Source: an optimization exercise on an open RTL-to-GDS flow (aim: small area and a short achievable clock period). Production flows keep margins and buffers that such runs may drop.
At most, simulation tests tie the RTL to the original design; equivalence was not proved.
The RTL of runs 2 to 8 was laid out without a check of its function.
Power is estimated from default activity; no workload was simulated.

===== flow/design.v =====
module moving_avg_filter #(
	parameter WIDTH = 16,
	parameter N     = 16
)(
	input                         clk,
	input                         rst_n,
	input                         in_valid,
	input      signed [WIDTH-1:0] in_sample,
	output reg                    out_valid,
	output reg signed [WIDTH-1:0] out_sample
);
	localparam SHIFT = 4;
	localparam SUM_WIDTH = WIDTH + SHIFT;
	reg signed [WIDTH-1:0] window [0:N-1];
	reg [SHIFT-1:0] ptr;
	reg [SHIFT:0]   count;  
	reg signed [SUM_WIDTH-1:0] sum;
	wire signed [WIDTH-1:0]     old_sample = window[ptr];
	wire signed [SUM_WIDTH-1:0] next_sum   = sum + $signed({{(SUM_WIDTH-WIDTH){in_sample[WIDTH-1]}}, in_sample})
		                                         - $signed({{(SUM_WIDTH-WIDTH){old_sample[WIDTH-1]}}, old_sample});
	integer i;
	always @(posedge clk or negedge rst_n) begin
		if (!rst_n) begin
			for (i = 0; i < N; i = i + 1) begin
				window[i] <= {WIDTH{1'b0}};
			end
			ptr        <= {SHIFT{1'b0}};
			count      <= {(SHIFT+1){1'b0}};
			sum        <= {SUM_WIDTH{1'b0}};
			out_valid  <= 1'b0;
			out_sample <= {WIDTH{1'b0}};
		end else begin
			out_valid <= 1'b0;  
			if (in_valid) begin
				sum <= next_sum;
				window[ptr] <= in_sample;
				ptr <= ptr == N-1 ? {SHIFT{1'b0}} : ptr + 1'b1;
				count <= count < N ? count + 1'b1 : count;
				out_sample <= $signed(next_sum >>> SHIFT);
				out_valid <= count >= (N-1);
			end
		end
	end
endmodule
module moving_avg_top #(
    parameter FILTER_TYPE =  0,     
    parameter WIDTH       = 16,
    parameter N           = 16,
    parameter SHIFT       =  4,
    parameter DO_ROUND    =  0,
    parameter K           =  3
)(
    input                     clk,
    input                     rst_n,
    input                     in_valid,
    input  signed [WIDTH-1:0] in_sample,
    output                    out_valid,
    output signed [WIDTH-1:0] out_sample
);
    wire                     out_valid_w;
    wire signed [WIDTH-1:0]  out_sample_w;
    generate
        if (FILTER_TYPE == 0) begin : gen_win_buffer
            moving_avg_filter #(
                .WIDTH (WIDTH),
                .N     (N)
            ) u_filter (
                .clk        (clk),
                .rst_n      (rst_n),
                .in_valid   (in_valid),
                .in_sample  (in_sample),
                .out_valid  (out_valid_w),
                .out_sample (out_sample_w)
            );
        end else begin : gen_default
            moving_avg_filter #(
                .WIDTH (WIDTH),
                .N     (N)
            ) u_filter (
                .clk        (clk),
                .rst_n      (rst_n),
                .in_valid   (in_valid),
                .in_sample  (in_sample),
                .out_valid  (out_valid_w),
                .out_sample (out_sample_w)
            );
        end
    endgenerate
    assign out_valid  = out_valid_w;
    assign out_sample = out_sample_w;
endmodule

===== flow/run.sh =====
#!/bin/bash
# synth_recipe.tcl (not shown) runs the flow's synth.tcl, then flattens the netlist and writes it again
# the make line also repeats each setting of config.mk as NAME=value (left out here)
make -C /OpenROAD-flow-scripts/flow DESIGN_CONFIG=/design/flow/config.mk WORK_HOME=/design/flow/orfs CLKGATE_MAP_FILE= SYNTH_SCRIPT=/design/flow/synth_recipe.tcl finish

===== flow/config.mk =====
export PLATFORM = sky130hd
export DESIGN_NAME = moving_avg_top
export DESIGN_NICKNAME = moving_avg_top
export VERILOG_FILES = /design/flow/design.v
export SDC_FILE = /design/flow/constraint.sdc
export NUM_CORES = 4
export LEC_CHECK = 0
export CAP_MARGIN = 20
export CORE_MARGIN = 2
export CORE_UTILIZATION = 40
export SLEW_MARGIN = 20

===== flow/constraint.sdc =====
create_clock -name core_clock -period 4.8 [get_ports {clk}]
set_input_delay 0.9600 -clock core_clock [delete_from_list [all_inputs] [get_ports {clk}]]
set_output_delay 0.9600 -clock core_clock [all_outputs]
set_load 0.01 [all_outputs]

==> flow_summary.yaml, run 1 <==
routing:
  drtPass1Iterations: 5
  ant_nets: 0
  drc_errors: 0
  wl_per_cell_um: 24.1
  wirelength_um: 41100
  drtIter0Drc: 733
  vias: 9956
  avgViaCountPerCell: 5.83
cells_and_area:
  antennaDiodeCount: 0
  drive_gt1_share_pct: 34.9
  final_net_count: 1288
  final_cell_area_um2: 16500
  area_growth_pct: 16.4
clock_tree:
  cts-hold-fix-buffers: 0
  clk_pin_slew_worst_paths_ns: 0.06
  worst_skew_pair.late_latency_ns: 0.57
  root_buffer: "clkbuf_16"
  cts.sinks: 286
  cts_buffers: 31
  max-clock-path-buffers: 3
  cts_tree: "done"
  cts_htree_levels: 1
sta:
  slew_violations: 0
  setup_ws_ns: 0.212
  finalHoldWorstSlack_ns: 0.383
  clock_skew_ns: 0.0103
  worstMarginPinSlew_ns: 1.15
  slew-limit-headroom_pct: 22.9
  final_hold_viol_count: 0
  max_freq_mhz: 218
  setup_violations: 0
  period_minus_slack_ns: 4.59
  min_period_over_period_pct: 95.6
  fin_setup_tns_ns: 0
critical_path:
  worstSetupStartpointType: "flip-flop"
  crit_type: "flip-flop to flip-flop"
  end_kind: "flip-flop"
  crit_required_ns: 5.26
  reg2reg_depth: 17
  crit_fanout: 9
  cp.arrival_ns: 5.05
floorplan:
  die_area_um2: 37100
  die_y_um: 193
  rows: 69
  core_area_um2: 35300
  ios: 36
  die_w_um: 193
  initial_core_util_pct: 40.3
logic_synthesis:
  yosys-top-cells-area: "dfrtp_1, mux2_2, fa_1, o21ai_0, ha_1"
  yosysMostFrequentCell: "dfrtp_1"
  synth_cells: 1168
  yosysUniqueCellTypes: 70
  synthDominantCellAreaShare_pct: 50.3
  syn_area_um2: 14200
  yosys-top-cells-count: "dfrtp_1, mux2_2, nand2_1, o21ai_0, clkbuf_1"
  synth_top_area_cell: "dfrtp_1"
  ys_seq_area_share_pct: 50.3
  ys_ff_latch: 286
  synth_nets: 1233
  synthArstFlopShare_pct: 100
  synth.avg_cell_area_um2: 12.2
  yosysWarnings: 2
  yosys_most_used_dff: "dfrtp_1"
  synth_edf_count: 0
power_and_ir_drop:
  leakage_nw: 7.24
  p_seq_share_pct: 27.7
  power.density_nw_per_um2: 916
  peakVddDrop_uv: 784
  p_total_mw: 15.2
  swShare_pct: 39.8
  p_comb_share_pct: 55.5
  power_switching_mw: 6.03
  p_int_mw: 9.12
  clockPowerShare_pct: 16.8
placement:
  dp_hpwl_um: 27100
  dpl_cell_area_um2: 15400
  place_congestion: 0.835
  post-place-ws_ns: 0.132
  portBuffers: 35
global_routing:
  grt_max_degree: 100
  track_usage_pct: 22.8
  antenna_found_initial: 0
  first_global_vias: 10200
  overflow: 0
  grt_first_pass_wirelength_um: 63400
run_status:
  status: "timing/DRC/antenna clean"
hold_path:
  min_path_type: "primary input to async pin"
flow_run:
  maxCapViolations: 0
==> flip-flops by register name, indices dropped and copies added, names as in the netlist <==
register	count
gen_win_buffer.u_filter.out_valid	1
gen_win_buffer.u_filter.ptr	4
gen_win_buffer.u_filter.sum	20
gen_win_buffer.u_filter.window	256
gen_win_buffer.u_filter.count	5
==> final timing paths <==
kind / end / from / slack, ns
worst max-delay path: gen_win_buffer.u_filter.sum[16]$_DFFE_PN0P_ / gen_win_buffer.u_filter.ptr[0]$_DFFE_PN0P_ / 0.21
worst min-delay path: gen_win_buffer.u_filter.window[15][0]$_DFFE_PN0P_ / rst_n / 0.38
worst max register to register: gen_win_buffer.u_filter.sum[16]$_DFFE_PN0P_ / gen_win_buffer.u_filter.ptr[0]$_DFFE_PN0P_ / 0.21
worst min register to register: gen_win_buffer.u_filter.window[13][15]$_DFFE_PN0P_ / gen_win_buffer.u_filter.window[13][15]$_DFFE_PN0P_ / 0.48
max in group asynchronous: gen_win_buffer.u_filter.window[2][10]$_DFFE_PN0P_ / rst_n / 3.32
min in group core_clock: gen_win_buffer.u_filter.window[13][15]$_DFFE_PN0P_ / gen_win_buffer.u_filter.window[13][15]$_DFFE_PN0P_ / 0.48
==> routing by layer <==
metal / track usage (%) / vias to the layer above / part of all wire (%)
met4: 6.43 / 0 / 2.5
met1: 32.1 / 5163 / 44
met3: 3.36 / 65 / 6.8
li1: - / 4389 / -
met5: 0 / - / 0
met2: 36.7 / 339 / 47
==> what timing repair did <==
item	4_1_cts	5_1_grt
endpoints found under the setup margin	0	9
hold endpoints to repair	0	0
gates resized for setup	0	20
setup buffers	0	2
==> final cells by class <==
class / count / area (µm²)
fill: 3170 / 18800
sequential: 286 / 7160
multi-input combinational: 753 / 6570
timing repair buffer: 121 / 1030
clock buffer: 43 / 901
tap: 461 / 577
clock inverter: 15 / 193
inverter: 30 / 113
==> power groups by stage <==
stage          clock [mW]  combinational [mW]  sequential (mW)
2_1_floorplan           0                5.98             3.99
3_3_place_gp            0                8.05             4.19
3_5_place_dp            0                8.15             4.23
4_1_cts              2.57                8.20             4.19
5_1_grt              2.68                9.25             4.33
6_report             2.54                8.41             4.20
==> critical path: stages (launching register included) <==
cell,delay (ns)
dfrtp_1,0.41
inv_1,0.12
ha_2,0.25
buf_4,0.22
a22oi_1,0.24
a21oi_1,0.10
a221o_1,0.27
a221oi_1,0.24
nand4_1,0.19
o21ai_0,0.18
fa_1,0.48
ha_1,0.39
o21a_1,0.19
nand4_1,0.10
o221a_2,0.32
o21a_4,0.22
or4_1,0.47
o311ai_1,0.09
==> kinds of logic (layout without fill, tap and decap cells) <==
| logic type | Yosys count | in the layout | share of synthesized area, % |
|---|---|---|---|
| compound gates | 237 | 237 | 11.7 |
| xor+xnor | 19 | 19 | 1.17 |
| fa+ha+maj | 46 | 46 | 5.05 |
| buf+inv | 129 | 209 | 4.08 |
| flops | 286 | 286 | 50.3 |
| mux | 271 | 271 | 21.5 |
| simple gates | 180 | 180 | 6.22 |
==> stage by stage <==
stage          util, %  cells
6_report          46.9   1709
3_5_place_dp      43.5   1649
4_1_cts           46.6   1707
2_1_floorplan        -   1168
3_3_place_gp      43.5   1649
5_1_grt           46.9   1709
==> layout by cell type, fill, tap and decap left out, drive strengths merged, types with 12 or more instances in the layout <==
master	n
a21oi	39
a221oi	12
a222oi	16
a22oi	30
a32oi	15
and3	14
buf	88
clkbuf	43
clkdlybuf4s50	33
dfrtp	286
fa	19
ha	27
inv	31
mux2	254
mux2i	15
nand2	77
nand3	22
nand4	13
nor2	28
o21ai	69
xnor2	14
==> inputs of run 2 (changes only) <==
--- a/flow/design.v
+++ b/flow/design.v
@@ -7,40 +7,41 @@
 	input                         in_valid,
 	input      signed [WIDTH-1:0] in_sample,
 	output reg                    out_valid,
-	output reg signed [WIDTH-1:0] out_sample
+	output     signed [WIDTH-1:0] out_sample
 );
 	localparam SHIFT = 4;
 	localparam SUM_WIDTH = WIDTH + SHIFT;
 	reg signed [WIDTH-1:0] window [0:N-1];
-	reg [SHIFT-1:0] ptr;
-	reg [SHIFT:0]   count;  
+	reg [SHIFT-1:0] count;    
+	reg             full;     
 	reg signed [SUM_WIDTH-1:0] sum;
-	wire signed [WIDTH-1:0]     old_sample = window[ptr];
-	wire signed [SUM_WIDTH-1:0] next_sum   = sum + $signed({{(SUM_WIDTH-WIDTH){in_sample[WIDTH-1]}}, in_sample})
-		                                         - $signed({{(SUM_WIDTH-WIDTH){old_sample[WIDTH-1]}}, old_sample});
+	wire signed [WIDTH-1:0] old_sample = full ? window[N-1] : {WIDTH{1'b0}};
+	wire signed [SUM_WIDTH-1:0] next_sum = sum + in_sample - old_sample;
 	integer i;
+	always @(posedge clk) begin
+		if (in_valid) begin
+			window[0] <= in_sample;
+			for (i = 1; i < N; i = i + 1)
+				window[i] <= window[i-1];
+		end
+	end
 	always @(posedge clk or negedge rst_n) begin
 		if (!rst_n) begin
-			for (i = 0; i < N; i = i + 1) begin
-				window[i] <= {WIDTH{1'b0}};
-			end
-			ptr        <= {SHIFT{1'b0}};
-			count      <= {(SHIFT+1){1'b0}};
-			sum        <= {SUM_WIDTH{1'b0}};
-			out_valid  <= 1'b0;
-			out_sample <= {WIDTH{1'b0}};
+			count     <= {SHIFT{1'b0}};
+			full      <= 1'b0;
+			sum       <= {SUM_WIDTH{1'b0}};
+			out_valid <= 1'b0;
 		end else begin
-			out_valid <= 1'b0;  
+			out_valid <= 1'b0;
 			if (in_valid) begin
-				sum <= next_sum;
-				window[ptr] <= in_sample;
-				ptr <= ptr == N-1 ? {SHIFT{1'b0}} : ptr + 1'b1;
-				count <= count < N ? count + 1'b1 : count;
-				out_sample <= $signed(next_sum >>> SHIFT);
-				out_valid <= count >= (N-1);
+				sum       <= next_sum;
+				count     <= count + 1'b1;
+				if (&count) full <= 1'b1;
+				out_valid <= full | (&count);
 			end
 		end
 	end
+	assign out_sample = sum[SUM_WIDTH-1:SHIFT];
 endmodule
 module moving_avg_top #(
     parameter FILTER_TYPE =  0,     
==> run 2 against run 1 <==
  * Synthesized cell count is 48% lower
  * Final cell count fell by 41%
  * Sequential share of layout area up 25 points
  * Utilization grew 0.068 points
  * Wire length down 61%
  * Count of clock-buffer cells in the layout down 10
  * Area after synthesis fell by 25%
  * First-iteration DRC count decreased by 54%
  * Largest cell class unchanged
  * Clock power down 11%
  * Power shrank 47%
==> flow_summary.yaml, run 2 <==
logic_synthesis:
  synth_edf_count: 256
  synth_top_area_cell: "edfxtp_1"
  syn_area_um2: 10600
  ys_seq_area_share_pct: 78.7
  yosysMostFrequentCell: "edfxtp_1"
  synth_cells: 602
  yosysUniqueCellTypes: 48
  yosysWarnings: 2
  yosys-top-cells-area: "edfxtp_1, dfrtp_1, fa_1, inv_1, ha_1"
  yosys-top-cells-count: "edfxtp_1, inv_1, dfrtp_1, ha_1, nand2_1"
  ys_ff_latch: 282
  synthDominantCellAreaShare_pct: 72.6
  yosys_most_used_dff: "edfxtp_1"
  synth.avg_cell_area_um2: 17.6
  synth_nets: 662
  synthArstFlopShare_pct: 9.22
cells_and_area:
  final_cell_area_um2: 12200
  area_growth_pct: 15.4
  mostFrequentLayoutCells: "edfxtp_1, inv_1, clkdlybuf4s50_1"
  final_net_count: 707
  antennaDiodeCount: 0
  fin_cells: 1005
  drive_gt1_share_pct: 9.10
  top_register: "gen_win_buffer.u_filter.window"
  largest_reg_flops: 256
  biggestRegsByFlops: "gen_win_buffer.u_filter.window (256), gen_win_buffer.u_filter.sum (20), gen_win_buffer.u_filter.count (4)"
  final_common_cell: "edfxtp_1"
global_routing:
  first_global_vias: 4944
  overflow: 0
  grt_max_degree: 123
  grt_first_pass_wirelength_um: 26200
  antenna_found_initial: 0
  track_usage_pct: 11.6
hold_path:
  min_path_type: "flip-flop to flip-flop"
  holdPathEnd: "gen_win_buffer.u_filter.window[10][12]$_DFFE_PP_"
  hp-start: "gen_win_buffer.u_filter.window[9][12]$_DFFE_PP_"
  hold_depth: 0
critical_path:
  end_kind: "flip-flop"
  crit_fanout: 4
  r2r_slack_ns: 1.35
  crit_start: "in_sample[1]"
  crit_type: "primary input to flip-flop"
  crit_required_ns: 5.26
  cp.arrival_ns: 4.08
  crit_chain: "clkdlybuf4s50_1, inv_1, fa_1, inv_1, fa_1, a211oi_1, o21ba_2, o21bai_1, a41oi_1, mux2_2, o211ai_1"
  worstSetupStartpointType: "primary input"
  slowest_delay_ns: 0.53
  cp_slowest_cell: "fa_1"
  rr_startpoint: "gen_win_buffer.u_filter.full$_DFFE_PN0P_"
  reg2reg_depth: 10
  r2r-end: "gen_win_buffer.u_filter.sum[18]$_DFFE_PN0P_"
sta:
  fin_setup_tns_ns: 0
  slew_violations: 0
  period_minus_slack_ns: 3.62
  setup_ws_ns: 1.18
  clock_skew_ns: 0.0156
  worstMarginPinSlew_ns: 0.838
  slew-limit-headroom_pct: 44.1
  final_hold_viol_count: 0
  rsz0062_at_grt: "no"
  min_period_over_period_pct: 75.4
  setup_violations: 0
  max_freq_mhz: 276
  finalHoldWorstSlack_ns: 0.413
floorplan:
  core_area_um2: 26100
  die_w_um: 167
  ios: 36
  die_y_um: 167
  initial_core_util_pct: 40.7
  rows: 59
  die_area_um2: 27800
placement:
  post-place-ws_ns: 0.598
  placed_cells_incl_taps: 951
  place_congestion: 0.777
  dpl_cell_area_um2: 11300
  portBuffers: 35
  dp_hpwl_um: 9400
routing:
  drc_errors: 0
  ant_nets: 0
  vias: 4821
  avgViaCountPerCell: 4.80
  drtPass1Iterations: 4
  wl_per_cell_um: 15.9
  drtIter0Drc: 334
  wirelength_um: 16000
clock_tree:
  worst_skew_pair.late_latency_ns: 0.54
  cts.sinks: 282
  cts_htree_levels: 1
  cts_buffers: 29
  clk_pin_slew_worst_paths_ns: 0.07
  root_buffer: "clkbuf_16"
  cts_tree: "done"
  max-clock-path-buffers: 3
  cts_setup_buffers: 0
  cts-hold-fix-buffers: 0
  cts_resized: 0
flow_run:
  maxCapViolations: 0
power_and_ir_drop:
  power.density_nw_per_um2: 652
  peakVddDrop_uv: 416
  leakage_nw: 4.59
run_status:
  status: "timing/DRC/antenna clean"
[run 2: cell types whose count changed after synthesis, sizes merged, moves of 16 or more]
| cell | previous run | this run |
|---|---|---|
| dfrtp | 286 | 26 |
| edfxtp | 0 | 256 |
| mux2 | 254 | 3 |
| nand2 | 77 | 20 |
| o21ai | 69 | 18 |
| inv | 29 | 79 |
| clkbuf | 54 | 7 |
| a22oi | 30 | 0 |
| buf | 45 | 17 |
| a21oi | 39 | 12 |
| nand3 | 22 | 3 |
| nor2 | 28 | 11 |
| a222oi | 16 | 0 |
[run 2: power by group]
part           switching [mW]  total, mW  internal (mW)
clock                   0.906       2.25           1.34
sequential              0.139       3.10           2.96
combinational            1.49       2.63           1.15
[run 2: through the flow]
step | total power, mW | util (%)
floorplan | 5.11 | -
global placement | 5.74 | 43.2
detailed placement | 5.79 | 43.2
CTS | 8.10 | 46.9
global route | 8.54 | 46.9
finish | 7.98 | 46.9
[run 2: logic make-up after synthesis]
| logic type | Yosys count | share of synthesized area, % |
|---|---|---|
| buf+inv | 103 | 4.23 |
| simple gates | 72 | 3.57 |
| xor+xnor | 15 | 1.24 |
| flops | 282 | 78.7 |
| compound gates | 78 | 5.01 |
| fa+ha+maj | 41 | 6.19 |
| mux | 11 | 1.07 |
[run 2: metal layers]
layer | vias to the layer above | global-route usage, % | wire, µm | share of wire, %
met5 | - | 0 | 0 | 0
met4 | 0 | 3.07 | 389 | 2.4
met3 | 31 | 2.99 | 753 | 4.7
met2 | 86 | 18.1 | 7250 | 45
met1 | 2440 | 16.2 | 7610 | 48
li1 | 2264 | - | - | -
[run 2: worst max-delay path by stage]
stage | endpoint | depth (start not counted)
after global routing | gen_win_buffer.u_filter.sum[18]$_DFFE_PN0P_ | 11
final | gen_win_buffer.u_filter.sum[18]$_DFFE_PN0P_ | 11
after detailed placement | gen_win_buffer.u_filter.sum[18]$_DFFE_PN0P_ | 11
after floorplan | gen_win_buffer.u_filter.sum[18]$_DFFE_PN0P_ | 10
after CTS | gen_win_buffer.u_filter.sum[18]$_DFFE_PN0P_ | 11
after global placement | gen_win_buffer.u_filter.sum[18]$_DFFE_PN0P_ | 11
[run 2: layout make-up]
type	count	area [µm²]
well taps	335	419
repair buffers	38	390
inverters	79	297
multi-input cells	217	1810
clock inverters	21	226
clock buffers	33	751
flip-flops and latches	282	8340
fillers	2200	13800
[run 2: critical path: cells and delay by family]
kind,cells,cell delay [ns]
AOI/OAI and AO/OA,5,1.09
adders and majority gates,2,1.00
muxes,1,0.39
buffers and inverters,3,0.63
==> inputs of run 3 (changes only) <==
--- a/flow/config.mk
+++ b/flow/config.mk
@@ -8,4 +8,5 @@
 export CAP_MARGIN = 20
 export CORE_MARGIN = 2
 export CORE_UTILIZATION = 40
+export SETUP_SLACK_MARGIN = 2.8
 export SLEW_MARGIN = 20
==> run 3 against run 2 <==
  * Critical endpoint is now gen_win_buffer.u_filter.sum[19]$_DFFE_PN0P_
  * Register-to-register slack improved by 0.48 ns
  * Clock skew decreased by 0.0069 ns
  * Non-clock buffer count up 45
==> flow_summary.yaml, run 3 <==
run_status:
  status: "timing/DRC/antenna clean"
power_and_ir_drop:
  p_int_mw: 6.42
  power_switching_mw: 3.08
  swShare_pct: 32.4
  leakage_nw: 4.91
  peakVddDrop_uv: 406
  clockPowerShare_pct: 22.6
  p_comb_share_pct: 45.0
  power.density_nw_per_um2: 728
  p_seq_share_pct: 32.4
placement:
  place_congestion: 0.830
  placed_cells_incl_taps: 951
  dp_hpwl_um: 9820
  portBuffers: 35
cells_and_area:
  antennaDiodeCount: 0
  final_common_cell: "edfxtp_1"
  final_net_count: 751
  top_register: "gen_win_buffer.u_filter.window"
  area_growth_pct: 23.2
  biggestRegsByFlops: "gen_win_buffer.u_filter.window (256), gen_win_buffer.u_filter.sum (20), gen_win_buffer.u_filter.count (4)"
  mostFrequentLayoutCells: "edfxtp_1, inv_1, buf_4"
  drive_gt1_share_pct: 27.5
  fin_cells: 1048
  n_fill_cell: 2123
  largest_reg_flops: 256
floorplan:
  ios: 36
  initial_core_util_pct: 40.7
  core_area_um2: 26100
  die_area_um2: 27800
  rows: 59
  die_w_um: 167
  die_y_um: 167
global_routing:
  grt_max_degree: 118
  grt_first_pass_wirelength_um: 27900
  track_usage_pct: 12.4
  antenna_found_initial: 0
  overflow: 0
  first_global_vias: 5270
routing:
  wl_per_cell_um: 16.3
  drtPass1Iterations: 4
  wirelength_um: 17000
  ant_nets: 0
  avgViaCountPerCell: 4.80
  drtIter0Drc: 357
  drc_errors: 0
  vias: 5026
clock_tree:
  cts_htree_levels: 1
  worst_skew_pair.late_latency_ns: 0.53
  cts-hold-fix-buffers: 0
  max-clock-path-buffers: 3
  root_buffer: "clkbuf_16"
  cts_tree: "done"
  cts_buffers: 28
  clk_pin_slew_worst_paths_ns: 0.06
  cts.sinks: 282
logic_synthesis:
  yosysWarnings: 2
  synthDominantCellAreaShare_pct: 72.6
  synth_cells: 602
  yosys-top-cells-count: "edfxtp_1, inv_1, dfrtp_1, ha_1, nand2_1"
  syn_area_um2: 10600
  yosysUniqueCellTypes: 48
  ys_seq_area_share_pct: 78.7
  synth_top_area_cell: "edfxtp_1"
  synth_edf_count: 256
  yosys_most_used_dff: "edfxtp_1"
  synth_nets: 662
  yosysMostFrequentCell: "edfxtp_1"
  synthArstFlopShare_pct: 9.22
  yosys-top-cells-area: "edfxtp_1, dfrtp_1, fa_1, inv_1, ha_1"
  ys_ff_latch: 282
  synth.avg_cell_area_um2: 17.6
sta:
  min_period_over_period_pct: 62.1
  worstMarginPinSlew_ns: 0.599
  setup_violations: 0
  fin_setup_tns_ns: 0
  rsz0062_at_grt: "yes"
  period_minus_slack_ns: 2.98
  final_hold_viol_count: 0
  slew_violations: 0
  max_freq_mhz: 335
  slew-limit-headroom_pct: 60.1
  clock_skew_ns: 0.00875
critical_path:
  end_kind: "flip-flop"
  cp.arrival_ns: 3.40
  crit_type: "primary input to flip-flop"
  crit_required_ns: 5.22
  worstSetupStartpointType: "primary input"
  crit_fanout: 4
flow_run:
  maxCapViolations: 0
hold_path:
  min_path_type: "flip-flop to flip-flop"
run 3: cell types whose count changed in the layout (fill, tap and decap cells not counted), sizes merged:
cell           change
buf               +63
clkdlybuf4s50     -32
dlygate4sd2       +12
clkbuf             +9
clkinvlp           -5
inv                -3
bufinv             -1
clkdlybuf4s15      +1
clkinv             -1
run 3: final cells by class:
type | instances | area, µm² | share of cell area [%]
well taps | 335 | 419 | 3.21
clock inverters | 11 | 128 | 0.978
clock buffers | 41 | 781 | 5.98
multi-input cells | 217 | 2270 | 17.4
inverters | 79 | 315 | 2.42
flip-flops and latches | 282 | 8340 | 63.9
repair buffers | 83 | 795 | 6.09
run 3: logic make-up (layout without fill, tap and decap cells):
| kind of cell | after synthesis | count (layout) | share of synthesized area, % |
|---|---|---|---|
| AO/OA/AOI/OAI | 78 | 78 | 5.01 |
| XOR/XNOR | 15 | 15 | 1.24 |
| flip-flops | 282 | 282 | 78.7 |
| multiplexers | 11 | 11 | 1.07 |
| adder cells (fa/ha/maj) | 41 | 41 | 6.19 |
| AND/OR/NAND/NOR | 72 | 72 | 3.57 |
| buffers and inverters | 103 | 214 | 4.23 |
run 3: critical path, cell delays in order:
cell and delay [ns]:
buf_2 0.12, clkinvlp_4 0.16, fa_1 0.56, inv_1 0.08, ha_4 0.29, and4_4 0.25
nand3_4 0.10, buf_4 0.15, nor2_1 0.13, nor3_2 0.07, mux2i_1 0.13, a2111o_1 0.39
run 3: path summary, 6_finish.rpt:
kind,from,endpoint,slack (ns),cells past startpoint
max,in_sample[15],gen_win_buffer.u_filter.sum[19]$_DFFE_PN0P_,1.82,12
max in group asynchronous,rst_n,gen_win_buffer.u_filter.full$_DFFE_PN0P_,3.68,2
min in group asynchronous,rst_n,gen_win_buffer.u_filter.out_valid$_DFF_PN0_,0.82,2
min,gen_win_buffer.u_filter.window[0][2]$_DFFE_PP_,gen_win_buffer.u_filter.window[1][2]$_DFFE_PP_,0.42,0
min reg2reg,gen_win_buffer.u_filter.window[0][2]$_DFFE_PP_,gen_win_buffer.u_filter.window[1][2]$_DFFE_PP_,0.42,0
max reg2reg,gen_win_buffer.u_filter.full$_DFFE_PN0P_,gen_win_buffer.u_filter.sum[19]$_DFFE_PN0P_,1.83,12
run 3: routing by layer:
| metal | track usage, % | vias to the layer above | wire (µm) | part of all wire [%] |
|---|---|---|---|---|
| met5 | 0 | - | 0 | 0 |
| met4 | 3.86 | 0 | 519 | 3.0 |
| met3 | 2.64 | 44 | 659 | 3.9 |
| met2 | 19.8 | 90 | 8020 | 47 |
| met1 | 17.4 | 2537 | 7840 | 46 |
| li1 | - | 2355 | - | - |
run 3: what timing repair did:
action,in CTS,in global routing
pin swaps,39,20
buffers inserted,39,6
cloned,0,0
resized for setup,150,17
endpoints found under the setup margin,36,147
run 3: metrics by stage:
step                setup WS [ns]  power (mW)  hold slack [ns]  cell area [µm²]  util (%)
detailed placement          0.880        6.38            0.405            11600      44.4
CTS                          1.84        9.29            0.415            12900      49.6
finish                       1.82        9.50            0.415            13000      50.1
global route                 1.72        10.1            0.422            13000      50.1
global placement            0.953        6.27            0.401            11600      44.4
floorplan                    1.68        5.67            0.400            10900         -
run 3: power by group through the flow:
stage	clock (mW)	combinational, mW	sequential [mW]
after floorplan	0	2.59	3.08
after global placement	0	3.12	3.15
after detailed placement	0	3.22	3.16
after CTS	2.21	3.99	3.08
after global routing	2.31	4.65	3.11
final	2.15	4.28	3.08
==> inputs of run 4 (changes only) <==
--- a/flow/config.mk
+++ b/flow/config.mk
@@ -8,5 +8,5 @@
 export CAP_MARGIN = 20
 export CORE_MARGIN = 2
 export CORE_UTILIZATION = 40
-export SETUP_SLACK_MARGIN = 2.8
+export SETUP_SLACK_MARGIN = 2.5
 export SLEW_MARGIN = 20
==> run 4 against run 3 <==
  * Critical path depth stayed put
  * Non-clock buffer count rose by 4
  * Clock skew grew 0.011 ns
  * Register-to-register slack lost 0.08 ns
  * Design area is 0.94% higher
  * Wire length is 2.8% higher
  * Sequential power about the same
  * First-iteration DRC count rose by 9.2%
  * Sequential share of layout area is 0.60 points lower
  * Synthesized cell count did not move
  * Final cell count unchanged
  * Combinational power rose by 8.4%
  * Critical path type is now flip-flop to flip-flop
  * Critical endpoint unchanged
  * Largest cell class unchanged
==> flow_summary.yaml, run 4 <==
logic_synthesis:
  ys_seq_area_share_pct: 78.7
  synth_cells: 602
  yosysUniqueCellTypes: 48
  synth_edf_count: 256
  yosys-top-cells-count: "edfxtp_1, inv_1, dfrtp_1, ha_1, nand2_1"
  synthArstFlopShare_pct: 9.22
  synth_compound_area_share_pct: 5.01
  synthMuxAreaShare_pct: 1.07
  yosysWarnings: 2
  synthXorXnorAreaFrac_pct: 1.24
  synthAdderAreaFrac_pct: 6.19
  synth_nets: 662
  synthDominantCellAreaShare_pct: 72.6
  synth_top_family_by_area: "adder cells"
  syn_area_um2: 10600
  yosysMostFrequentCell: "edfxtp_1"
  ys_ff_latch: 282
  synth-simple-area-share_pct: 3.57
  yosys_most_used_dff: "edfxtp_1"
  synth.avg_cell_area_um2: 17.6
  synth_top_area_cell: "edfxtp_1"
  yosys-top-cells-area: "edfxtp_1, dfrtp_1, fa_1, inv_1, ha_1"
clock_tree:
  max-clock-path-buffers: 3
  cts.sinks: 282
  cts_htree_levels: 1
  root_buffer: "clkbuf_16"
  cts-hold-fix-buffers: 0
  cts_buffers: 28
  clk_pin_slew_worst_paths_ns: 0.06
  cts_tree: "done"
  worst_skew_pair.late_latency_ns: 0.54
sta:
  worstMarginPinSlew_ns: 0.759
  period_minus_slack_ns: 3.05
  rsz0062_at_grt: "yes"
  min_period_over_period_pct: 63.5
  slew-limit-headroom_pct: 49.4
  setup_violations: 0
  max_freq_mhz: 328
  final_hold_viol_count: 0
  fin_setup_tns_ns: 0
  clock_skew_ns: 0.0193
  slew_violations: 0
critical_path:
  reg2reg_depth: 12
  rr_startpoint: "gen_win_buffer.u_filter.full$_DFFE_PN0P_"
  crit_type: "flip-flop to flip-flop"
  end_kind: "flip-flop"
  cp.arrival_ns: 3.46
  crit_required_ns: 5.21
  worstSetupStartpointType: "flip-flop"
  crit_fanout: 7
  crit_start: "gen_win_buffer.u_filter.full$_DFFE_PN0P_"
floorplan:
  die_area_um2: 27800
  core_area_um2: 26100
  die_y_um: 167
  ios: 36
  initial_core_util_pct: 40.7
  die_w_um: 167
  rows: 59
placement:
  dp_hpwl_um: 9940
  place_congestion: 0.786
  portBuffers: 35
power_and_ir_drop:
  peakVddDrop_uv: 466
  leakage_nw: 4.97
  power.density_nw_per_um2: 758
  p_total_mw: 9.98
routing:
  avgViaCountPerCell: 4.85
  wirelength_um: 17500
  drtIter0Drc: 390
  ant_nets: 0
  drtPass1Iterations: 5
  wl_per_cell_um: 16.7
  vias: 5081
  drc_errors: 0
global_routing:
  antenna_found_initial: 0
  first_global_vias: 5287
  grt_max_degree: 113
  grt_first_pass_wirelength_um: 28100
  track_usage_pct: 12.6
  overflow: 0
flow_run:
  maxCapViolations: 0
cells_and_area:
  multi_input_area_um2: 2380
  top_register: "gen_win_buffer.u_filter.window"
  antennaDiodeCount: 0
  biggestRegsByFlops: "gen_win_buffer.u_filter.window (256), gen_win_buffer.u_filter.sum (20), gen_win_buffer.u_filter.count (4)"
  area_growth_pct: 24.3
  final_common_cell: "edfxtp_1"
  largest_reg_flops: 256
  mostFrequentLayoutCells: "edfxtp_1, inv_1, buf_4"
  final_net_count: 755
  n_fill_cell: 2118
  fin_util_pct: 50.5
  regArea_um2: 8340
  drive_gt1_share_pct: 28.5
hold_path:
  hp-start: "gen_win_buffer.u_filter.window[2][10]$_DFFE_PP_"
  hold_depth: 0
  min_path_type: "flip-flop to flip-flop"
run_status:
  status: "timing/DRC/antenna clean"
[run 4: cell counts after synthesis]
Identical to the previous run, type by type.
[run 4: timing repair]
item	in CTS	in global routing
pin swaps	52	40
hold endpoints to repair	0	0
setup buffers	33	14
setup endpoints to repair	36	20
gates resized for setup	91	35
[run 4: area by class of cell]
cell class,count,share of cell area [%]
clock inverter,15,1.80
tap,335,3.18
multi-input combinational,217,18.1
clock buffer,33,5.46
sequential,282,63.3
inverter,79,2.39
timing repair buffer,87,5.74
[run 4: logic make-up (layout without fill, tap and decap cells)]
| group | Yosys count | after routing |
|---|---|---|
| fa+ha+maj | 41 | 41 |
| simple gates | 72 | 72 |
| mux | 11 | 11 |
| flops | 282 | 282 |
| compound gates | 78 | 78 |
| xor+xnor | 15 | 15 |
| buf+inv | 103 | 214 |
[run 4: layer usage]
| layer | track usage (%) | wire length [µm] | up-vias |
|---|---|---|---|
| met5 | 0 | 0 | - |
| met4 | 4.12 | 554 | 0 |
| met3 | 2.97 | 839 | 45 |
| met2 | 19.8 | 8220 | 113 |
| met1 | 17.5 | 7900 | 2575 |
| li1 | - | - | 2348 |
[run 4: stage by stage]
step                      instances  setup WS, ns  cell area [µm²]  hold WS (ns)
after detailed placement        953         0.851            11600         0.405
after global placement          953         0.959            11600         0.402
after global routing           1048          1.67            13200         0.417
final                          1048          1.75            13200         0.412
after floorplan                 602          1.68            10900         0.400
after CTS                      1034          1.78            12900         0.417
[run 4: path summary, 6_finish.rpt]
check                                                                  end  slack [ns]
max                            gen_win_buffer.u_filter.sum[19]$_DFFE_PN0P_        1.75
min                        gen_win_buffer.u_filter.window[3][10]$_DFFE_PP_        0.41
max reg2reg                    gen_win_buffer.u_filter.sum[19]$_DFFE_PN0P_        1.75
min reg2reg                gen_win_buffer.u_filter.window[3][10]$_DFFE_PP_        0.41
max in group asynchronous         gen_win_buffer.u_filter.full$_DFFE_PN0P_        3.64
min in group asynchronous      gen_win_buffer.u_filter.sum[12]$_DFFE_PN0P_        0.84
[run 4: where the power goes]
group          leakage [nW]  total [mW]  switching, mW  internal (mW)
sequential             2.81        3.09          0.126           2.96
clock                 0.459        2.25          0.864           1.39
combinational          1.70        4.64           2.30           2.34
[run 4: worst max-delay path, stage by stage, from the launching register on]
cell and delay, ns:
dfrtp_4 0.54, buf_6 0.17, buf_6 0.11, and2_4 0.14, fa_1 0.51, inv_2 0.05, ha_4 0.30, and2_4 0.18
nand2_2 0.07, nor4_4 0.23, nor3_2 0.10, mux2i_1 0.13, a2111o_1 0.40
==> inputs of run 5 (changes only) <==
--- a/flow/config.mk
+++ b/flow/config.mk
@@ -5,8 +5,9 @@
 export SDC_FILE = /design/flow/constraint.sdc
 export NUM_CORES = 4
 export LEC_CHECK = 0
+export ABC_CLOCK_PERIOD_IN_PS = 1500
 export CAP_MARGIN = 20
 export CORE_MARGIN = 2
 export CORE_UTILIZATION = 40
-export SETUP_SLACK_MARGIN = 2.5
+export SETUP_SLACK_MARGIN = 2.8
 export SLEW_MARGIN = 20
==> run 5 against run 4 <==
  * Worst hold slack gained 0.0031 ns
  * Register-to-register slack better by 0.08 ns
  * Utilization down 0.47 points
==> flow_summary.yaml, run 5 <==
run_status:
  status: "timing/DRC/antenna clean"
floorplan:
  ios: 36
  initial_core_util_pct: 40.7
  rows: 59
  core_area_um2: 26100
  die_area_um2: 27800
  die_w_um: 167
  die_y_um: 167
placement:
  dpl_cell_area_um2: 11600
  portBuffers: 35
  post-place-ws_ns: 0.880
  dp_hpwl_um: 9820
  place_congestion: 0.830
clock_tree:
  cts-hold-fix-buffers: 0
  worst_skew_pair.late_latency_ns: 0.53
  cts_tree: "done"
  cts_buffers: 28
  cts.sinks: 282
  max-clock-path-buffers: 3
  cts_htree_levels: 1
  clk_pin_slew_worst_paths_ns: 0.06
  root_buffer: "clkbuf_16"
critical_path:
  crit_fanout: 4
  r2r_slack_ns: 1.83
  reg2reg_depth: 12
  endpoint: "gen_win_buffer.u_filter.sum[19]$_DFFE_PN0P_"
  crit_required_ns: 5.22
  crit_type: "primary input to flip-flop"
  worstSetupStartpointType: "primary input"
  cp.arrival_ns: 3.40
  crit_start: "in_sample[15]"
  r2r-end: "gen_win_buffer.u_filter.sum[19]$_DFFE_PN0P_"
  end_kind: "flip-flop"
  rr_startpoint: "gen_win_buffer.u_filter.full$_DFFE_PN0P_"
logic_synthesis:
  synth_top_area_cell: "edfxtp_1"
  synth.avg_cell_area_um2: 17.6
  yosys_most_used_dff: "edfxtp_1"
  synthArstFlopShare_pct: 9.22
  synth_edf_count: 256
  yosys-top-cells-count: "edfxtp_1, inv_1, dfrtp_1, ha_1, nand2_1"
  yosysWarnings: 2
  synth_cells: 602
  ys_seq_area_share_pct: 78.7
  yosysUniqueCellTypes: 48
  syn_area_um2: 10600
  synthDominantCellAreaShare_pct: 72.6
  ys_ff_latch: 282
  yosysMostFrequentCell: "edfxtp_1"
  yosys-top-cells-area: "edfxtp_1, dfrtp_1, fa_1, inv_1, ha_1"
  synth_nets: 662
sta:
  slew-limit-headroom_pct: 60.1
  worstMarginPinSlew_ns: 0.599
  final_hold_viol_count: 0
  fin_setup_tns_ns: 0
  min_period_over_period_pct: 62.1
  max_freq_mhz: 335
  period_minus_slack_ns: 2.98
  clock_skew_ns: 0.00875
  slew_violations: 0
  setup_ws_ns: 1.82
  rsz0062_at_grt: "yes"
  setup_violations: 0
power_and_ir_drop:
  peakVddDrop_uv: 406
  leakage_nw: 4.91
  power.density_nw_per_um2: 728
cells_and_area:
  final_common_cell: "edfxtp_1"
  fin_util_pct: 50.1
  biggestRegsByFlops: "gen_win_buffer.u_filter.window (256), gen_win_buffer.u_filter.sum (20), gen_win_buffer.u_filter.count (4)"
  antennaDiodeCount: 0
  drive_gt1_share_pct: 27.5
  final_cell_area_um2: 13000
  area_growth_pct: 23.2
  top_register: "gen_win_buffer.u_filter.window"
  largest_reg_flops: 256
  final_net_count: 751
  mostFrequentLayoutCells: "edfxtp_1, inv_1, buf_4"
global_routing:
  antenna_found_initial: 0
  grt_max_degree: 118
  grt_first_pass_wirelength_um: 27900
  overflow: 0
  track_usage_pct: 12.4
  first_global_vias: 5270
routing:
  wirelength_um: 17000
  drc_errors: 0
  ant_nets: 0
  wl_per_cell_um: 16.3
  drtPass1Iterations: 4
  vias: 5026
  drtIter0Drc: 357
  avgViaCountPerCell: 4.80
hold_path:
  min_path_type: "flip-flop to flip-flop"
  hp-start: "gen_win_buffer.u_filter.window[0][2]$_DFFE_PP_"
flow_run:
  maxCapViolations: 0
## run 5: cell counts after synthesis
No cell type changed its count.
## run 5: kinds of logic after synthesis
| logic type | after synthesis | synth area share (%) |
|---|---|---|
| AO/OA/AOI/OAI | 78 | 5.01 |
| XOR/XNOR | 15 | 1.24 |
| adder cells (fa/ha/maj) | 41 | 6.19 |
| buffers and inverters | 103 | 4.23 |
| flip-flops | 282 | 78.7 |
| multiplexers | 11 | 1.07 |
| AND/OR/NAND/NOR | 72 | 3.57 |
## run 5: worst min-delay path by stage
stage | to | slack [ns] | depth (start not counted)
3_5_place_dp | gen_win_buffer.u_filter.window[13][15]$_DFFE_PP_ | 0.40 | 0
6_report | gen_win_buffer.u_filter.window[1][2]$_DFFE_PP_ | 0.42 | 0
2_1_floorplan | gen_win_buffer.u_filter.window[10][0]$_DFFE_PP_ | 0.40 | 0
5_1_grt | gen_win_buffer.u_filter.window[12][7]$_DFFE_PP_ | 0.42 | 0
4_1_cts | gen_win_buffer.u_filter.window[9][1]$_DFFE_PP_ | 0.42 | 0
3_3_place_gp | gen_win_buffer.u_filter.window[8][15]$_DFFE_PP_ | 0.40 | 0
## run 5: final cells by class
cell class,count,area (µm²)
Fill cell,2123,13000
Multi-Input combinational cell,217,2270
Timing Repair Buffer,83,795
Clock inverter,11,128
Inverter,79,315
Tap cell,335,419
Clock buffer,41,781
Sequential cell,282,8340
## run 5: what timing repair did
item                       4_1_cts  5_1_grt
setup endpoints to repair       36      147
buffers inserted                39        6
pin swaps                       39       20
resized for setup              150       17
## run 5: worst max-delay path: stages
cell        delay [ns]
buf_2             0.12
clkinvlp_4        0.16
fa_1              0.56
inv_1             0.08
ha_4              0.29
and4_4            0.25
nand3_4           0.10
buf_4             0.15
nor2_1            0.13
nor3_2            0.07
mux2i_1           0.13
a2111o_1          0.39
## run 5: power breakdown
part	internal [mW]	switching (mW)	total (mW)
registers	2.96	0.120	3.08
logic	2.18	2.10	4.28
clock network	1.28	0.862	2.15
total	6.42	3.08	9.50
## run 5: stage by stage
step | power (mW) | instances | hold slack (ns)
finish | 9.50 | 1048 | 0.415
global route | 10.1 | 1048 | 0.422
CTS | 9.29 | 1042 | 0.415
detailed placement | 6.38 | 951 | 0.405
global placement | 6.27 | 951 | 0.401
floorplan | 5.67 | 602 | 0.400
## run 5: per-layer routing
layer | vias up | track usage (%) | share of wire (%)
li1 | 2355 | - | -
met1 | 2537 | 17.4 | 46
met2 | 90 | 19.8 | 47
met3 | 44 | 2.64 | 3.9
met4 | 0 | 3.86 | 3.0
met5 | - | 0 | 0
==> inputs of run 6 (changes only) <==
==> flow/flow/run.sh (new file) <==
#!/bin/bash
# Standard ORFS layout, with Yosys's full/half-adder cell extraction turned
# off (ADDER_MAP_FILE empty) so ABC maps the adders for speed itself.
set -euo pipefail
export ADDER_MAP_FILE=
bash standard.sh > flow_make.log 2>&1
==> flow/standard.sh (new file) <==
#!/bin/bash
# synth_recipe.tcl (not shown) runs the flow's synth.tcl, then flattens the netlist and writes it again
# the make line also repeats each setting of config.mk as NAME=value (left out here)
make -C /OpenROAD-flow-scripts/flow DESIGN_CONFIG=/design/flow/config.mk WORK_HOME=/design/flow/orfs CLKGATE_MAP_FILE= SYNTH_SCRIPT=/design/flow/synth_recipe.tcl "${@:-finish}"
--- a/flow/config.mk
+++ b/flow/config.mk
@@ -5,7 +5,6 @@
 export SDC_FILE = /design/flow/constraint.sdc
 export NUM_CORES = 4
 export LEC_CHECK = 0
-export ABC_CLOCK_PERIOD_IN_PS = 1500
 export CAP_MARGIN = 20
 export CORE_MARGIN = 2
 export CORE_UTILIZATION = 40
removed: flow/run.sh
==> run 6 against run 5 <==
  * Clock power is 2% higher
  * Design area rose by 1.2%
  * Critical endpoint is now gen_win_buffer.u_filter.sum[9]$_DFFE_PN0P_
  * Synthesized cell count is 1.8% higher
  * Count of clock-buffer cells in the layout decreased by 3
  * Worst hold slack got worse by 0.0097 ns
  * Register-to-register slack lost 0.23 ns
  * Via count grew 10%
  * Critical path type unchanged
  * Wire length is 13% higher
  * Setup slack worse by 0.22 ns
  * Combinational power decreased by 4%
  * Global-route usage grew 0.56 points
==> flow_summary.yaml, run 6 <==
run_status:
  status: "timing/DRC/antenna clean"
hold_path:
  hp-start: "gen_win_buffer.u_filter.window[9][11]$_DFFE_PP_"
  holdPathEnd: "gen_win_buffer.u_filter.window[10][11]$_DFFE_PP_"
  min_path_type: "flip-flop to flip-flop"
  hold_depth: 0
critical_path:
  reg2reg_depth: 13
  cp.arrival_ns: 3.63
  r2r-end: "gen_win_buffer.u_filter.sum[9]$_DFFE_PN0P_"
  crit_type: "primary input to flip-flop"
  crit_required_ns: 5.23
  rr_startpoint: "gen_win_buffer.u_filter.full$_DFFE_PN0P_"
  worstSetupStartpointType: "primary input"
  end_kind: "flip-flop"
  crit_start: "in_sample[6]"
  crit_fanout: 5
  r2r_slack_ns: 1.60
cells_and_area:
  area_growth_pct: 24.6
  regArea_um2: 8360
  n_fill_cell: 2090
  fin_cells: 1081
  biggestRegsByFlops: "gen_win_buffer.u_filter.window (256), gen_win_buffer.u_filter.sum (20), gen_win_buffer.u_filter.count (4)"
  final_common_cell: "edfxtp_1"
  mostFrequentLayoutCells: "edfxtp_1, buf_4, nand2_1"
  antennaDiodeCount: 0
  multi_input_area_um2: 2480
  top_register: "gen_win_buffer.u_filter.window"
  largest_reg_flops: 256
  final_net_count: 745
  final_cell_area_um2: 13200
  drive_gt1_share_pct: 34.0
  fin_util_pct: 50.7
placement:
  portBuffers: 35
  place_congestion: 0.848
  post-place-ws_ns: 0.624
  dp_hpwl_um: 9670
  dpl_cell_area_um2: 11300
  placed_cells_incl_taps: 958
logic_synthesis:
  yosys_most_used_dff: "edfxtp_1"
  synth_top_area_cell: "edfxtp_1"
  synth_edf_count: 256
  yosysUniqueCellTypes: 61
  ys_seq_area_share_pct: 78.6
  yosys-top-cells-area: "edfxtp_1, dfrtp_1, xnor2_1, nand2_1, maj3_1"
  synth_cells: 613
  yosysMostFrequentCell: "edfxtp_1"
  ys_ff_latch: 282
  yosysWarnings: 2
  synth.avg_cell_area_um2: 17.3
  synth_nets: 632
  synthArstFlopShare_pct: 9.22
  yosys-top-cells-count: "edfxtp_1, nand2_1, xnor2_1, nor2_1, dfrtp_1"
  synthDominantCellAreaShare_pct: 72.5
  syn_area_um2: 10600
sta:
  slew_violations: 0
  clock_skew_ns: 0.0187
  setup_violations: 0
  worstMarginPinSlew_ns: 0.648
  finalHoldWorstSlack_ns: 0.405
  min_period_over_period_pct: 66.8
  max_freq_mhz: 312
  rsz0062_at_grt: "yes"
  slew-limit-headroom_pct: 56.8
  final_hold_viol_count: 0
  fin_setup_tns_ns: 0
  period_minus_slack_ns: 3.21
  setup_ws_ns: 1.59
floorplan:
  core_area_um2: 26100
  die_area_um2: 27800
  die_y_um: 167
  initial_core_util_pct: 40.7
  die_w_um: 167
  rows: 59
  ios: 36
routing:
  vias: 5534
  avgViaCountPerCell: 5.12
  drc_errors: 0
  drtPass1Iterations: 6
  drtIter0Drc: 663
  wirelength_um: 19300
  wl_per_cell_um: 17.9
  ant_nets: 0
power_and_ir_drop:
  power.density_nw_per_um2: 717
  p_total_mw: 9.47
  leakage_nw: 4.74
  peakVddDrop_uv: 388
clock_tree:
  cts_htree_levels: 1
  cts_buffers: 27
  root_buffer: "clkbuf_16"
  worst_skew_pair.late_latency_ns: 0.54
  max-clock-path-buffers: 3
  cts.sinks: 282
  cts_tree: "done"
  clk_pin_slew_worst_paths_ns: 0.06
flow_run:
  maxCapViolations: 0
global_routing:
  antenna_found_initial: 0
  grt_max_degree: 119
  track_usage_pct: 13.0
  first_global_vias: 5334
  overflow: 0
  grt_first_pass_wirelength_um: 28900
run 6: cell families after synthesis:
| kind of cell | after synthesis | share of synthesized area (%) |
|---|---|---|
| AOI/OAI and AO/OA | 92 | 5.96 |
| xor gates and xnor gates | 69 | 6.20 |
| adders and majority gates | 18 | 1.76 |
| buffers and inverters | 35 | 1.95 |
| DFF | 282 | 78.6 |
| muxes | 7 | 0.732 |
| and+or+nand+nor | 110 | 4.77 |
run 6: layout make-up:
type / count / area share (%)
clock buffers: 38 / 5.81
multi-input cells: 296 / 18.8
flip-flops and latches: 282 / 63.3
repair buffers: 113 / 7.57
inverters: 6 / 0.171
clock inverters: 11 / 1.23
well taps: 335 / 3.17
run 6: how the worst max path moves through the flow:
stage / endpoint / cells past startpoint / slack, ns
2_1_floorplan: gen_win_buffer.u_filter.sum[12]$_DFFE_PN0P_ / 11 / 1.45
3_3_place_gp: gen_win_buffer.u_filter.sum[12]$_DFFE_PN0P_ / 12 / 0.68
3_5_place_dp: gen_win_buffer.u_filter.sum[12]$_DFFE_PN0P_ / 12 / 0.62
4_1_cts: gen_win_buffer.u_filter.sum[12]$_DFFE_PN0P_ / 13 / 1.71
5_1_grt: gen_win_buffer.u_filter.sum[16]$_DFFE_PN0P_ / 14 / 1.52
6_report: gen_win_buffer.u_filter.sum[9]$_DFFE_PN0P_ / 14 / 1.59
run 6: timing repair:
action	CTS	global route
pin swaps	39	43
setup buffers	51	23
hold buffers	0	0
setup endpoints to repair	38	34
resized for setup	180	57
run 6: where the power goes:
| group | internal, mW | switching, mW | total, mW |
|---|---|---|---|
| clock | 1.33 | 0.869 | 2.20 |
| sequential | 2.97 | 0.191 | 3.16 |
| combinational | 2.05 | 2.06 | 4.11 |
| total | 6.35 | 3.12 | 9.47 |
run 6: routing by layer:
layer / vias up / track usage, % / part of all wire [%]
met4: 0 / 4.01 / 2.9
met1: 2782 / 19.0 / 44
met5: - / 0 / 0
met2: 175 / 19.8 / 47
li1: 2528 / - / -
met3: 49 / 2.66 / 5.4
run 6: worst max-delay path, stage by stage:
cell and delay [ns]:
buf_2 0.14, xnor2_2 0.20, xnor2_2 0.13, buf_4 0.18, a21oi_1 0.11, a211oi_2 0.32, buf_4 0.21, o2111ai_2 0.12
nand4b_1 0.24, buf_4 0.17, o31ai_4 0.07, maj3_2 0.34, xor2_1 0.17, mux2_2 0.27
==> inputs of run 7 (changes only) <==
--- a/flow/config.mk
+++ b/flow/config.mk
@@ -5,6 +5,7 @@
 export SDC_FILE = /design/flow/constraint.sdc
 export NUM_CORES = 4
 export LEC_CHECK = 0
+export ABC_CLOCK_PERIOD_IN_PS = 1000
 export CAP_MARGIN = 20
 export CORE_MARGIN = 2
 export CORE_UTILIZATION = 40
==> run 7 against run 6 <==
  * Non-clock buffer count is the same
  * Wire length stayed put
  * Design area did not move
  * Die area unchanged
  * Fmax did not move
  * Critical path depth unchanged
  * Sequential cell count unchanged
  * Synthesized cell count unchanged
  * Global-route usage is the same
  * Clock power hardly changed
  * Register-to-register slack about the same
  * Largest power group unchanged
  * Highest routed layer unchanged
==> flow_summary.yaml, run 7 <==
clock_tree:
  cts_buffers: 27
  cts_htree_levels: 1
  root_buffer: "clkbuf_16"
  cts.sinks: 282
  clk_pin_slew_worst_paths_ns: 0.06
  cts_tree: "done"
  max-clock-path-buffers: 3
  cts-hold-fix-buffers: 0
  worst_skew_pair.late_latency_ns: 0.54
floorplan:
  die_w_um: 167
  die_area_um2: 27800
  die_y_um: 167
  initial_core_util_pct: 40.7
  core_area_um2: 26100
  rows: 59
  ios: 36
run_status:
  status: "timing/DRC/antenna clean"
power_and_ir_drop:
  leakage_nw: 4.74
  p_seq_share_pct: 33.4
  peakVddDrop_uv: 388
  power.density_nw_per_um2: 717
  p_comb_share_pct: 43.4
  p_int_mw: 6.35
  p_total_mw: 9.47
  power_switching_mw: 3.12
  swShare_pct: 32.9
  clockPowerShare_pct: 23.2
critical_path:
  cp.arrival_ns: 3.63
  crit_required_ns: 5.23
  reg2reg_depth: 13
  end_kind: "flip-flop"
  crit_chain: "buf_2, xnor2_2, xnor2_2, buf_4, a21oi_1, a211oi_2, buf_4, o2111ai_2, nand4b_1, buf_4, o31ai_4, maj3_2, xor2_1, mux2_2"
  rr_startpoint: "gen_win_buffer.u_filter.full$_DFFE_PN0P_"
  crit_type: "primary input to flip-flop"
  cp_slowest_cell: "maj3_2"
  crit_start: "in_sample[6]"
  r2r-end: "gen_win_buffer.u_filter.sum[9]$_DFFE_PN0P_"
  path_common_cell: "buf_4"
  r2r_slack_ns: 1.60
  slowest_delay_ns: 0.34
  worstSetupStartpointType: "primary input"
  critPathBufInv: 4
  crit_fanout: 5
  cp_top_family: "buffers and inverters"
logic_synthesis:
  synth_top_area_cell: "edfxtp_1"
  yosys-top-cells-count: "edfxtp_1, nand2_1, xnor2_1, nor2_1, dfrtp_1"
  synthArstFlopShare_pct: 9.22
  yosys-top-cells-area: "edfxtp_1, dfrtp_1, xnor2_1, nand2_1, maj3_1"
  synth_nets: 632
  yosysUniqueCellTypes: 61
  yosys_most_used_dff: "edfxtp_1"
  synth.avg_cell_area_um2: 17.3
  synthDominantCellAreaShare_pct: 72.5
  ys_ff_latch: 282
  yosysWarnings: 2
  synth_edf_count: 256
  ys_seq_area_share_pct: 78.6
  yosysMostFrequentCell: "edfxtp_1"
  syn_area_um2: 10600
  synth_cells: 613
hold_path:
  hold_depth: 0
  min_path_type: "flip-flop to flip-flop"
  hp-start: "gen_win_buffer.u_filter.window[9][11]$_DFFE_PP_"
  holdPathEnd: "gen_win_buffer.u_filter.window[10][11]$_DFFE_PP_"
global_routing:
  grt_first_pass_wirelength_um: 28900
  antenna_found_initial: 0
  overflow: 0
  first_global_vias: 5334
  grt_max_degree: 119
  track_usage_pct: 13.0
cells_and_area:
  area_growth_pct: 24.6
  fin_util_pct: 50.7
  top_register: "gen_win_buffer.u_filter.window"
  final_common_cell: "edfxtp_1"
  final_net_count: 745
  mostFrequentLayoutCells: "edfxtp_1, buf_4, nand2_1"
  antennaDiodeCount: 0
  drive_gt1_share_pct: 34.0
  biggestRegsByFlops: "gen_win_buffer.u_filter.window (256), gen_win_buffer.u_filter.sum (20), gen_win_buffer.u_filter.count (4)"
  largest_reg_flops: 256
  n_fill_cell: 2090
sta:
  period_minus_slack_ns: 3.21
  slew_violations: 0
  max_freq_mhz: 312
  fin_setup_tns_ns: 0
  slew-limit-headroom_pct: 56.8
  final_hold_viol_count: 0
  setup_violations: 0
  rsz0062_at_grt: "yes"
  setup_ws_ns: 1.59
  worstMarginPinSlew_ns: 0.648
  min_period_over_period_pct: 66.8
  clock_skew_ns: 0.0187
placement:
  portBuffers: 35
  place_congestion: 0.848
  dp_hpwl_um: 9670
  post-place-ws_ns: 0.624
routing:
  drtIter0Drc: 663
  ant_nets: 0
  drc_errors: 0
  vias: 5534
  drtPass1Iterations: 6
  wirelength_um: 19300
  wl_per_cell_um: 17.9
  avgViaCountPerCell: 5.12
flow_run:
  maxCapViolations: 0
run 7: cell families (layout without fill, tap and decap cells):
group,Yosys count,in the layout,synth area share [%]
DFF,282,282,78.6
and+or+nand+nor,110,110,4.77
AOI/OAI and AO/OA,92,92,5.96
xor gates and xnor gates,69,69,6.20
buffers and inverters,35,168,1.95
adders and majority gates,18,18,1.76
muxes,7,7,0.732
run 7: metrics by stage:
step / area (µm²) / cells / hold WS (ns)
2_1_floorplan: 10600 / 613 / 0.400
3_3_place_gp: 11300 / 958 / 0.403
3_5_place_dp: 11300 / 958 / 0.405
4_1_cts: 12800 / 1058 / 0.408
5_1_grt: 13200 / 1081 / 0.415
6_report: 13200 / 1081 / 0.405
run 7: power by group through the flow:
stage / Combinational, mW / Sequential, mW / Clock [mW]
floorplan: 2.07 / 3.13 / 0
global placement: 2.44 / 3.22 / 0
detailed placement: 2.51 / 3.24 / 0
CTS: 3.31 / 3.16 / 2.26
global route: 4.35 / 3.19 / 2.36
finish: 4.11 / 3.16 / 2.20
run 7: how the worst max path moves through the flow:
stage	slack (ns)	end	cells past startpoint
floorplan	1.45	gen_win_buffer.u_filter.sum[12]$_DFFE_PN0P_	11
global placement	0.68	gen_win_buffer.u_filter.sum[12]$_DFFE_PN0P_	12
global route	1.52	gen_win_buffer.u_filter.sum[16]$_DFFE_PN0P_	14
detailed placement	0.62	gen_win_buffer.u_filter.sum[12]$_DFFE_PN0P_	12
finish	1.59	gen_win_buffer.u_filter.sum[9]$_DFFE_PN0P_	14
CTS	1.71	gen_win_buffer.u_filter.sum[12]$_DFFE_PN0P_	13
run 7: final cells by class:
type                            instances  area, µm²  share of cell area, %
Clock buffer                           38        767                   5.81
Sequential cell                       282       8360                   63.3
Clock inverter                         11        163                   1.23
Tap cell                              335        419                   3.17
Timing Repair Buffer                  113       1000                   7.57
Multi-Input combinational cell        296       2480                   18.8
Inverter                                6       22.5                  0.171
run 7: routing by layer:
layer / vias to the layer above / GRT usage [%] / part of all wire [%]
met1: 2782 / 19.0 / 44
met5: - / 0 / 0
met2: 175 / 19.8 / 47
met4: 0 / 4.01 / 2.9
met3: 49 / 2.66 / 5.4
li1: 2528 / - / -
run 7: what timing repair did:
action,in CTS,in global routing
hold endpoints to repair,0,0
resized for setup,180,57
buffers inserted,51,23
endpoints found under the setup margin,38,34
pin swaps,39,43
==> inputs of run 8 (changes only) <==
--- a/flow/design.v
+++ b/flow/design.v
@@ -15,11 +15,14 @@
 	reg [SHIFT-1:0] count;    
 	reg             full;     
 	reg signed [SUM_WIDTH-1:0] sum;
-	wire signed [WIDTH-1:0] old_sample = full ? window[N-1] : {WIDTH{1'b0}};
-	wire signed [SUM_WIDTH-1:0] next_sum = sum + in_sample - old_sample;
+	wire empty = ~full & (count == {SHIFT{1'b0}});
+	wire signed [SUM_WIDTH-1:0] base       = empty ? {SUM_WIDTH{1'b0}} : sum;
+	wire signed [WIDTH-1:0]     old_sample = full ? window[N-1] : {WIDTH{1'b0}};
+	wire signed [SUM_WIDTH-1:0] next_sum   = base + in_sample - old_sample;
 	integer i;
 	always @(posedge clk) begin
 		if (in_valid) begin
+			sum       <= next_sum;
 			window[0] <= in_sample;
 			for (i = 1; i < N; i = i + 1)
 				window[i] <= window[i-1];
@@ -29,12 +32,10 @@
 		if (!rst_n) begin
 			count     <= {SHIFT{1'b0}};
 			full      <= 1'b0;
-			sum       <= {SUM_WIDTH{1'b0}};
 			out_valid <= 1'b0;
 		end else begin
 			out_valid <= 1'b0;
 			if (in_valid) begin
-				sum       <= next_sum;
 				count     <= count + 1'b1;
 				if (&count) full <= 1'b1;
 				out_valid <= full | (&count);
==> run 8 against run 7 <==
  * Synthesized cell count grew 19%
  * Combinational power grew 4%
  * Via count grew 16%
  * Area after synthesis grew 7.9%
  * Utilization grew 0.10 points
  * Critical endpoint is now gen_win_buffer.u_filter.sum[12]$_DFFE_PP_
  * Largest power group unchanged
  * Largest cell class unchanged
==> flow_summary.yaml, run 8 <==
logic_synthesis:
  ys_seq_area_share_pct: 73.7
  yosysUniqueCellTypes: 74
  synth_compound_area_share_pct: 10.2
  synth_top_area_cell: "edfxtp_1"
  synthDominantCellAreaShare_pct: 72.4
  synth_cells: 731
  synth_nets: 750
  synth-simple-area-share_pct: 7.21
  synthArstFlopShare_pct: 2.13
  syn_area_um2: 11400
  yosys-top-cells-count: "edfxtp_1, nand2_1, xnor2_1, a21oi_1"
  yosysWarnings: 2
  synth_edf_count: 276
  yosysMostFrequentCell: "edfxtp_1"
  yosys-top-cells-area: "edfxtp_1, xnor2_1, nand2_1, xor2_1, a21oi_1"
  yosys_most_used_dff: "edfxtp_1"
  synthAdderAreaFrac_pct: 0.897
  synthMuxAreaShare_pct: 0.0875
  synth.avg_cell_area_um2: 15.7
  synth_top_family_by_area: "compound AO/OA/AOI/OAI gates"
  ys_ff_latch: 282
  synthXorXnorAreaFrac_pct: 5.36
power_and_ir_drop:
  peakVddDrop_uv: 329
  p_total_mw: 9.73
  leakage_nw: 5.05
  power.density_nw_per_um2: 684
sta:
  max_freq_mhz: 323
  clock_skew_ns: 0.0112
  setup_violations: 0
  finalHoldWorstSlack_ns: 0.412
  slew_violations: 0
  slew-limit-headroom_pct: 52.6
  setup_ws_ns: 1.71
  fin_setup_tns_ns: 0
  min_period_over_period_pct: 64.4
  period_minus_slack_ns: 3.09
  final_hold_viol_count: 0
  worstMarginPinSlew_ns: 0.693
  rsz0062_at_grt: "yes"
placement:
  dpl_cell_area_um2: 12200
  portBuffers: 35
  post-place-ws_ns: 0.577
  placed_cells_incl_taps: 1118
  place_congestion: 0.794
  dp_hpwl_um: 11700
critical_path:
  slowest_delay_ns: 0.48
  cp_slowest_cell: "or3_4"
  rr_startpoint: "gen_win_buffer.u_filter.full$_DFFE_PN0P_"
  reg2reg_depth: 13
  critPathBufInv: 3
  r2r-end: "gen_win_buffer.u_filter.sum[12]$_DFFE_PP_"
  crit_type: "flip-flop to flip-flop"
  end_kind: "flip-flop"
  crit_chain: "or3_4, buf_6, nor2_4, buf_6, o32ai_4, xnor2_2, nand2_2, buf_4, a21oi_1, o211a_1, nor2_1, o31ai_2, xnor2_1"
  cp_top_family: "simple AND/OR/NAND/NOR gates"
  worstSetupStartpointType: "flip-flop"
  crit_required_ns: 5.11
  cp.arrival_ns: 3.40
  r2r_slack_ns: 1.71
  path_common_cell: "buf_6"
  crit_fanout: 6
global_routing:
  overflow: 0
  first_global_vias: 6259
  grt_first_pass_wirelength_um: 34500
  track_usage_pct: 14.4
  antenna_found_initial: 0
  grt_max_degree: 94
run_status:
  status: "timing/DRC/antenna clean"
routing:
  vias: 6436
  wl_per_cell_um: 17.5
  avgViaCountPerCell: 5.16
  drtPass1Iterations: 5
  wirelength_um: 21800
  drtIter0Drc: 508
  ant_nets: 0
  drc_errors: 0
cells_and_area:
  drive_gt1_share_pct: 27.4
  final_cell_area_um2: 14200
  fin_cells: 1248
  fin_util_pct: 50.8
  top_register: "gen_win_buffer.u_filter.window"
  antennaDiodeCount: 0
  area_growth_pct: 24.3
  mostFrequentLayoutCells: "edfxtp_1, buf_4, nand2_1"
  biggestRegsByFlops: "gen_win_buffer.u_filter.window (256), gen_win_buffer.u_filter.sum (20), gen_win_buffer.u_filter.count (4)"
  final_common_cell: "edfxtp_1"
  final_net_count: 869
  largest_reg_flops: 256
hold_path:
  holdPathEnd: "gen_win_buffer.u_filter.window[8][3]$_DFFE_PP_"
  hold_depth: 0
  min_path_type: "flip-flop to flip-flop"
  hp-start: "gen_win_buffer.u_filter.window[7][3]$_DFFE_PP_"
floorplan:
  die_y_um: 173
  die_w_um: 173
  core_area_um2: 28000
  ios: 36
  rows: 61
  initial_core_util_pct: 40.8
  die_area_um2: 30000
flow_run:
  maxCapViolations: 0
clock_tree:
  cts_tree: "done"
  clk_pin_slew_worst_paths_ns: 0.06
  max-clock-path-buffers: 3
  root_buffer: "clkbuf_16"
  cts.sinks: 282
  cts_buffers: 29
  cts-hold-fix-buffers: 0
  cts_htree_levels: 1
  worst_skew_pair.late_latency_ns: 0.55
## run 8: cell count changes in the layout (fill, tap and decap cells not counted), moves of 8 or more
cell / before / now
and2_1: 3 / 12
clkinv_1: 0 / 10
dfrtp_1: 13 / 3
dfrtp_2: 12 / 3
edfxtp_1: 256 / 276
inv_1: 6 / 14
nand2_1: 41 / 55
nand3b_1: 0 / 15
o211ai_1: 2 / 13
xnor2_2: 21 / 10
xor2_1: 7 / 17
## run 8: logic make-up after synthesis
kind of cell,count (synthesis)
flip-flops,282
AO/OA/AOI/OAI,161
buffers and inverters,50
XOR/XNOR,67
AND/OR/NAND/NOR,160
adder cells (fa/ha/maj),10
multiplexers,1
## run 8: worst max path at each step
stage	from	endpoint	slack, ns	cells after the start
floorplan	in_sample[6]	gen_win_buffer.u_filter.sum[18]$_DFFE_PP_	1.69	11
global placement	in_sample[6]	gen_win_buffer.u_filter.sum[18]$_DFFE_PP_	0.62	11
detailed placement	in_sample[6]	gen_win_buffer.u_filter.sum[18]$_DFFE_PP_	0.58	11
CTS	gen_win_buffer.u_filter.full$_DFFE_PN0P_	gen_win_buffer.u_filter.sum[15]$_DFFE_PP_	1.77	12
global route	gen_win_buffer.u_filter.count[1]$_DFFE_PN0P_	gen_win_buffer.u_filter.sum[18]$_DFFE_PP_	1.57	14
finish	gen_win_buffer.u_filter.full$_DFFE_PN0P_	gen_win_buffer.u_filter.sum[12]$_DFFE_PP_	1.71	13
## run 8: cell type report
type,count,area [µm²]
clock buffer,31,733
clock inverter,20,171
fill,2340,13800
inverter,14,52.6
multi-input combinational,399,3150
sequential,282,8440
tap,378,473
timing repair buffer,124,1210
## run 8: worst register-to-register path, stage by stage (launching register included)
cell	delay [ns]
dfrtp_2	0.44
or3_4	0.48
buf_6	0.15
nor2_4	0.13
buf_6	0.16
o32ai_4	0.11
xnor2_2	0.30
nand2_2	0.14
buf_4	0.16
a21oi_1	0.15
o211a_1	0.24
nor2_1	0.08
o31ai_2	0.24
xnor2_1	0.10
## run 8: report_power, final
part / switching [mW] / total (mW) / internal (mW)
logic: 2.19 / 4.28 / 2.09
registers: 0.174 / 3.28 / 3.11
clock network: 0.913 / 2.17 / 1.25
## run 8: metal layers
metal  GRT usage, %  vias to the layer above  part of all wire, %
li1               -                     3023                    -
met1           21.2                     3168                   46
met2           21.0                      184                   44
met3           3.01                       61                  5.9
met4           5.23                        0                  3.7
met5              0                        -                    0
## run 8: repair_timing
item	in CTS	in global routing
endpoints found under the setup margin	36	87
pin swaps	42	16
buffers inserted	64	12
cloned	3	0
gates resized for setup	190	19

what the ideal ports hide:
The results above use ideal ports. As a check the final layouts listed here were re-extracted and re-timed, cells and wires unchanged.
Step 1 assumes that a clkbuf_16 drives the clock port and a buf_2 every other input.
Step 2 also shifts input and output timing later by t, the mid clock arrival at the registers, as if the neighbouring blocks saw the same clock.
a / b / c = no drivers / after step 1 / after step 2; a / b = the first two.
run | t, ns | setup slack, ns
run 1 | 0.617 | 0.212 / 0.212 / 0.212
run 2 | 0.577 | 1.183 / 1.203 / 0.626
run 3 | 0.574 | 1.818 / 1.829 / 1.261
run 4 | 0.577 | 1.750 / 1.750 / 1.213
run 5 | 0.574 | 1.818 / 1.829 / 1.261
run 6 | 0.575 | 1.594 / 1.599 / 1.039
run 7 | 0.575 | 1.594 / 1.599 / 1.039
run 8 | 0.591 | 1.708 / 1.708 / 1.223
After both steps every run listed still meets setup and hold.
